Background: an optimization exercise with open tools, aiming at small area. Do not read the settings as production practice.
Only simulation tests tie the RTL to the original design; equivalence was not proved.
Power is estimated from default activity; no workload was simulated.

==> 10-19 <==
==> flow/design.v <==
module pkt_data_shift (
    input   logic           clk,
    input   logic           rst,
    input   logic           in_pkt_sop,
    input   logic           in_pkt_eop,
    input   logic           in_pkt_valid,
    input   logic [511:0]   in_pkt_data,
    input   logic [5:0]     in_pkt_empty,
    output  logic           in_pkt_ready,
    input   logic [251:0]   in_meta_data,
    input   logic           in_meta_valid,
    output  logic           in_meta_ready,
    output  logic           out_pkt_sop,
    output  logic           out_pkt_eop,
    output  logic           out_pkt_valid,
    output  logic [511:0]   out_pkt_data,
    output  logic [5:0]     out_pkt_empty,
    input   logic           out_pkt_ready,
    input   logic           out_pkt_almost_full,
    output  logic [251:0]   out_meta_data,
    output  logic           out_meta_valid,
    input   logic           out_meta_ready,
    input   logic           out_meta_almost_full
);
localparam PROT_UDP = 8'h11;
logic busy, pend, udp, first;
logic idle;
assign idle = !busy & !pend;
logic [5:0]     e_r;             
logic [175:0]   tl;              
logic           tmp_sop, tmp_eop, tmp_valid;
logic [5:0]     tmp_empty;
logic [511:0]   tmp_data;
logic proceed, acc, prot_udp, u, fit;
assign proceed  = in_meta_valid & !out_meta_almost_full & !out_pkt_almost_full;
assign in_pkt_ready  = busy | proceed;
assign in_meta_ready = in_pkt_sop & in_pkt_valid & in_pkt_ready;
assign acc      = !busy & proceed & in_pkt_valid & in_pkt_sop;
assign prot_udp = in_meta_data[251:244] == PROT_UDP;
assign u        = busy ? udp : prot_udp;
function automatic [7:0] cb(input integer k);
    cb = in_pkt_data[511-8*k -: 8];
endfunction
logic [175:0] tn;
always_comb begin
    for (int j = 0; j < 22; j++) begin
        if (j < 7)
            tn[175-8*j -: 8] = u ? in_pkt_data[511-8*(42+j) -: 8]
                             : (busy ? in_pkt_data[511-8*(47+j) -: 8] : in_meta_data[55-8*j -: 8]);
        else if (j < 17)
            tn[175-8*j -: 8] = u ? in_pkt_data[511-8*(42+j) -: 8] : in_pkt_data[511-8*(47+j) -: 8];
        else
            tn[175-8*j -: 8] = in_pkt_data[511-8*(42+j) -: 8];
    end
end
logic [5:0] e_src, n_empty;
logic       n_eop;
assign e_src   = pend ? e_r : in_pkt_empty;
assign n_empty = e_src + ((idle ? prot_udp : udp) ? 6'd42 : 6'd47);
assign fit     = ({1'b0, in_pkt_empty} + (udp ? 7'd42 : 7'd47)) >= 7'd64;
assign n_eop   = !busy | (in_pkt_eop & fit);
logic [63:0] kill;
always_comb begin
    for (int j = 0; j < 64; j++)
        kill[j] = n_eop & ({1'b0, n_empty} + 7'(j) >= 7'd64);
end
logic [511:0] n_data;
always_comb begin
    for (int j = 0; j < 64; j++) begin
        logic [7:0] b;
        if (j < 17)
            b = idle ? tn[175-8*j -: 8] : tl[175-8*j -: 8];
        else if (j < 22)
            b = (busy & !udp) ? in_pkt_data[511-8*(j-17) -: 8]
                              : (idle ? tn[175-8*j -: 8] : tl[175-8*j -: 8]);
        else
            b = udp ? in_pkt_data[511-8*(j-22) -: 8] : in_pkt_data[511-8*(j-17) -: 8];
        n_data[511-8*j -: 8] = b | {8{kill[j]}};
    end
end
always_ff @(posedge clk) begin
    e_r <= in_pkt_empty;
    if (!busy | in_pkt_valid)
        tl <= tn;
    tmp_data  <= n_data;
    tmp_empty <= n_eop ? n_empty : 6'd0;
    tmp_eop   <= n_eop;
    tmp_sop   <= idle | first;
end
always_ff @(posedge clk) begin
    if (rst) begin
        busy      <= 1'b0;
        pend      <= 1'b0;
        tmp_valid <= 1'b0;
    end else begin
        if (busy) begin
            tmp_valid <= in_pkt_valid;
            if (in_pkt_valid & in_pkt_eop) begin
                busy <= 1'b0;
                pend <= !fit;
            end
        end else begin
            tmp_valid <= pend | (acc & in_pkt_eop);
            busy      <= acc & !in_pkt_eop;
            pend      <= acc & in_pkt_eop & pend;
        end
    end
end
always_ff @(posedge clk) begin
    if (acc) begin
        udp   <= prot_udp;
        first <= 1'b1;
    end else if (busy & in_pkt_valid) begin
        first <= 1'b0;
    end
end
always_ff @(posedge clk) begin
    out_pkt_valid <= tmp_valid;
    out_pkt_sop   <= tmp_sop;
    out_pkt_eop   <= tmp_eop;
    out_pkt_empty <= tmp_empty;
    out_pkt_data  <= tmp_data;
end
always_ff @(posedge clk) begin
    if (rst)
        out_meta_valid <= 1'b0;
    else
        out_meta_valid <= in_meta_valid & in_meta_ready;
    out_meta_data <= in_meta_data;
end
endmodule
==> flow/run.sh <==
#!/bin/bash
# synth_recipe.tcl (not shown) runs the flow's synth.tcl, then flattens the netlist and writes it again
# the make line also repeats each setting of config.mk as NAME=value (left out here)
make -C /OpenROAD-flow-scripts/flow DESIGN_CONFIG=/design/flow/config.mk WORK_HOME=/design/flow/orfs CLKGATE_MAP_FILE= SYNTH_SCRIPT=/design/flow/synth_recipe.tcl finish
==> flow/config.mk <==
export PLATFORM = sky130hd
export DESIGN_NAME = pkt_data_shift
export DESIGN_NICKNAME = pkt_data_shift
export VERILOG_FILES = /design/flow/design.v
export SDC_FILE = /design/flow/constraint.sdc
export NUM_CORES = 4
export LEC_CHECK = 0
export CAP_MARGIN = 20
export CORE_AREA = 5 5 555 555
export DIE_AREA = 0 0 560 560
export SLEW_MARGIN = 20
==> flow/constraint.sdc <==
create_clock -name core_clock -period 5.0 [get_ports {clk}]
set_input_delay 1.0000 -clock core_clock [delete_from_list [all_inputs] [get_ports {clk}]]
set_output_delay 1.0000 -clock core_clock [all_outputs]
set_load 0.01 [all_outputs]
==> 07-17: changes against 10-19 <==
==> flow/design.v, changed modules only <==
module pkt_data_shift (
    input   logic           clk,
    input   logic           rst,
    input   logic           in_pkt_sop,
    input   logic           in_pkt_eop,
    input   logic           in_pkt_valid,
    input   logic [511:0]   in_pkt_data,
    input   logic [5:0]     in_pkt_empty,
    output  logic           in_pkt_ready,
    input   logic [251:0]   in_meta_data,
    input   logic           in_meta_valid,
    output  logic           in_meta_ready,
    output  logic           out_pkt_sop,
    output  logic           out_pkt_eop,
    output  logic           out_pkt_valid,
    output  logic [511:0]   out_pkt_data,
    output  logic [5:0]     out_pkt_empty,
    input   logic           out_pkt_ready,
    input   logic           out_pkt_almost_full,
    output  logic [251:0]   out_meta_data,
    output  logic           out_meta_valid,
    input   logic           out_meta_ready,
    input   logic           out_meta_almost_full
);
localparam PROT_UDP = 8'h11;
logic busy, pend, udp, first;
logic g;                         
logic idle;
assign idle = !busy & !pend;
logic [5:0]     e_r;             
logic [175:0]   tl;              
logic           tmp_sop, tmp_eop, tmp_valid;
logic [5:0]     tmp_empty;
logic [511:0]   tmp_data;
logic proceed, acc, prot_udp, u, fit;
assign proceed  = in_meta_valid & !out_meta_almost_full & !out_pkt_almost_full;
assign in_pkt_ready  = busy | proceed;
assign in_meta_ready = in_pkt_sop & in_pkt_valid & in_pkt_ready;
assign acc      = !busy & proceed & in_pkt_valid & in_pkt_sop;
assign prot_udp = in_meta_data[251:244] == PROT_UDP;
assign u        = busy ? udp : prot_udp;
logic [175:0] tn;
genvar gj;
generate
    for (gj = 0; gj < 22; gj++) begin : g_tn
        if (gj < 7) begin : g_m
            pkt_data_shift_sel3 s [7:0] (
                .a(in_pkt_data[511-8*(42+gj) -: 8]), .na(!u),
                .b(in_pkt_data[511-8*(47+gj) -: 8]), .nb(u | !busy),
                .c(in_meta_data[55-8*gj -: 8]),      .nc(u | busy),
                .o(tn[175-8*gj -: 8]));
        end else if (gj < 17) begin : g_s
            pkt_data_shift_sel2 s [7:0] (
                .a(in_pkt_data[511-8*(42+gj) -: 8]), .na(!u),
                .b(in_pkt_data[511-8*(47+gj) -: 8]), .nb(u),
                .o(tn[175-8*gj -: 8]));
        end else begin : g_u
            assign tn[175-8*gj -: 8] = in_pkt_data[511-8*(42+gj) -: 8];
        end
    end
endgenerate
logic [5:0] e_src, n_empty;
logic       n_eop;
assign e_src   = pend ? e_r : in_pkt_empty;
assign n_empty = e_src + ((idle ? prot_udp : udp) ? 6'd42 : 6'd47);
assign fit     = ({1'b0, in_pkt_empty} + (udp ? 7'd42 : 7'd47)) >= 7'd64;
assign n_eop   = !busy | (in_pkt_eop & fit);
logic [63:0] kill;
always_comb begin
    for (int j = 0; j < 64; j++)
        kill[j] = n_eop & ({1'b0, n_empty} + 7'(j) >= 7'd64);
end
logic [63:0] ns_a, ns_b, ns_c, ns_d;
logic        sel_c;
assign sel_c = busy & !udp;
always_comb begin
    for (int j = 0; j < 64; j++) begin
        if (j < 22) begin
            ns_a[j] = !idle | kill[j];                   
            ns_b[j] = idle | g | (j >= 17 && sel_c) | kill[j];   
            ns_c[j] = !g | (j >= 17 && sel_c) | kill[j];         
            ns_d[j] = !sel_c | kill[j];                          
        end else begin
            ns_a[j] = !udp | kill[j];                    
            ns_b[j] = udp | kill[j];                     
            ns_c[j] = 1'b1;
            ns_d[j] = 1'b1;
        end
    end
end
logic [511:0] n_data;
generate
    for (gj = 0; gj < 64; gj++) begin : g_nd
        if (gj < 17) begin : g_t
            pkt_data_shift_sel3 s [7:0] (
                .a(tn[175-8*gj -: 8]), .na(ns_a[gj]),
                .b(tl[175-8*gj -: 8]), .nb(ns_b[gj]),
                .c(tmp_data[511-8*gj -: 8]), .nc(ns_c[gj]),
                .o(n_data[511-8*gj -: 8]));
        end else if (gj < 22) begin : g_m
            pkt_data_shift_sel4 s [7:0] (
                .a(tn[175-8*gj -: 8]), .na(ns_a[gj]),
                .b(tl[175-8*gj -: 8]), .nb(ns_b[gj]),
                .c(tmp_data[511-8*gj -: 8]), .nc(ns_c[gj]),
                .d(in_pkt_data[511-8*(gj-17) -: 8]), .nd(ns_d[gj]),
                .o(n_data[511-8*gj -: 8]));
        end else begin : g_h
            pkt_data_shift_sel2 s [7:0] (
                .a(in_pkt_data[511-8*(gj-22) -: 8]), .na(ns_a[gj]),
                .b(in_pkt_data[511-8*(gj-17) -: 8]), .nb(ns_b[gj]),
                .o(n_data[511-8*gj -: 8]));
        end
    end
endgenerate
always_ff @(posedge clk) begin
    e_r <= in_pkt_empty;
    tl <= tn;
    g  <= busy & !in_pkt_valid;
    tmp_data  <= n_data;
    tmp_empty <= n_eop ? n_empty : 6'd0;
    tmp_eop   <= n_eop;
    tmp_sop   <= idle | first;
end
always_ff @(posedge clk) begin
    if (rst) begin
        busy      <= 1'b0;
        pend      <= 1'b0;
        tmp_valid <= 1'b0;
    end else begin
        if (busy) begin
            tmp_valid <= in_pkt_valid;
            if (in_pkt_valid & in_pkt_eop) begin
                busy <= 1'b0;
                pend <= !fit;
            end
        end else begin
            tmp_valid <= pend | (acc & in_pkt_eop);
            busy      <= acc & !in_pkt_eop;
            pend      <= acc & in_pkt_eop & pend;
        end
    end
end
always_ff @(posedge clk) begin
    if (acc) begin
        udp   <= prot_udp;
        first <= 1'b1;
    end else if (busy & in_pkt_valid) begin
        first <= 1'b0;
    end
end
always_ff @(posedge clk) begin
    out_pkt_valid <= tmp_valid;
    out_pkt_sop   <= tmp_sop;
    out_pkt_eop   <= tmp_eop;
    out_pkt_empty <= tmp_empty;
    out_pkt_data  <= tmp_data;
end
always_ff @(posedge clk) begin
    if (rst)
        out_meta_valid <= 1'b0;
    else
        out_meta_valid <= in_meta_valid & in_meta_ready;
    out_meta_data <= in_meta_data;
end
endmodule
module pkt_data_shift_sel2 (
    input  logic a, na, b, nb,
    output logic o
);
assign o = (a | na) & (b | nb);
endmodule
module pkt_data_shift_sel3 (
    input  logic a, na, b, nb, c, nc,
    output logic o
);
assign o = (a | na) & (b | nb) & (c | nc);
endmodule
module pkt_data_shift_sel4 (
    input  logic a, na, b, nb, c, nc, d, nd,
    output logic o
);
assign o = (a | na) & (b | nb) & (c | nc) & (d | nd);
endmodule
==> flow/flow/run.sh (new file) <==
#!/bin/bash
# Standard ORFS layout (the standard.sh) with these changes:
#  * the port buffers are buf_1 cells instead of the resizer's default pick
#  * CTS without dummy loads, larger sink clusters
#  * pins may sit one routing track apart, so that the ports fit on a smaller die
# The full make output goes to standard.log; ORFS keeps per-step logs in orfs/logs.
set -uo pipefail
bash standard.sh \
  'BUFFER_PORTS_ARGS=-buffer_cell sky130_fd_sc_hd__buf_1' \
  'CTS_ARGS=-sink_clustering_enable -repair_clock_nets -dont_use_dummy_load -buf_list sky130_fd_sc_hd__clkbuf_16 -sink_clustering_size 26 -sink_clustering_max_diameter 100' \
  'PLACE_PINS_ARGS=-min_distance 1 -min_distance_in_tracks' \
  finish > standard.log 2>&1
==> flow/standard.sh (new file) <==
#!/bin/bash
# synth_recipe.tcl (not shown) runs the flow's synth.tcl, then flattens the netlist and writes it again
# the make line also repeats each setting of config.mk as NAME=value (left out here)
make -C /OpenROAD-flow-scripts/flow DESIGN_CONFIG=/design/flow/config.mk WORK_HOME=/design/flow/orfs CLKGATE_MAP_FILE= SYNTH_SCRIPT=/design/flow/synth_recipe.tcl "${@:-finish}"
Settings changed: CORE_AREA 5 5 555 555 to 5 5 335 335, DIE_AREA 0 0 560 560 to 0 0 340 340, GPL_TIMING_DRIVEN from default to 0, SETUP_SLACK_MARGIN from default to 0.4, SYNTH_HIERARCHICAL from default to 1, SYNTH_MINIMUM_KEEP_SIZE from default to 0.
removed: flow/run.sh
==> notes <==
- Sequential power is about the same in 07-17 and 10-19.
- Via count: 10-19 is larger than 07-17 (about 11%).
- Against 07-17, the utilization of 10-19 is lower by 22 points.
- Between 10-19 and 07-17, the lower power is in 07-17 (gap about 40%, measured against 07-17).
- First-iteration DRC count: 10-19 is larger than 07-17 (about 70%).
- 07-17 went through all stages and came out clean. 10-19 produced a clean layout.
- In 10-19 the global-route usage is lower than in 07-17, by 6.2 points.
- Synthesized cell count: 07-17 is lower than 10-19 (8.9%).
- Of 10-19 and 07-17, 07-17 has the higher sequential share of layout area (gap 16 points).
==> figures <==
item	10-19	07-17
Outcome	finished clean	finished clean
Post-route core utilization	23.1%	45.1%
Final #Nets	5,725	5,375
Hold slack final	0.306 ns	0.279 ns
Number of antenna violations at the first check in global routing	104	65
Count of flip-flops with a built-in enable after synthesis	177	1
Overall Power	30,100 uW	21,100 uW
Routed metal-1 wirelength	113 mm	56.8 mm
Number of non-filler instances in the completed layout	9,103	6,068
Largest fanout on the critical path	8	10
Die footprint	314,000 um^2	116,000 um^2
Power in combinational cells	3900 uW	2120 uW
Area taken by multi-input logic gates	10,700 um^2	9110 um^2
Fraction of synthesized cell area taken by the top area cell type	60.9%	77.0%
Vias per cell	3.71	5.01
Cell area after layout	69,900 um^2	48,900 um^2
DR iter-0 viols	2,832	1,698
Unique cell type count in the Yosys netlist	61	57

## what the ideal ports hide
How much do the figures lean on ideal ports? The routed layouts below were timed once more, with nothing changed but the port constraints. Step 1 sets driving cells, clkbuf_16 on the clock port and buf_2 on the other inputs (assumed; they add their load-dependent delay and slew). Step 2 times the ports against the registers' clock, not the clock port: input delays grow and output delays shrink by t, the midpoint of the rising clock arrivals with the driver on. Three values: ideal ports, drivers, drivers and shift; two values: the first two.
run | shift t [ns] | setup slack, ns | worst setup path after step 2 | clock arrival spread, ns
10-19 | 0.897 | 0.653 / 0.712 / -0.186 | input to register | 0.075 / 0.075
07-17 | 0.711 | 0.481 / 0.522 / -0.189 | input to register | 0.055 / 0.056
With both steps, setup timing fails in 10-19 and 07-17, where it was met with ideal ports. The setup slack of 10-19, which loses most, moves by +0.059 ns with the drivers and by -0.839 ns with both steps.
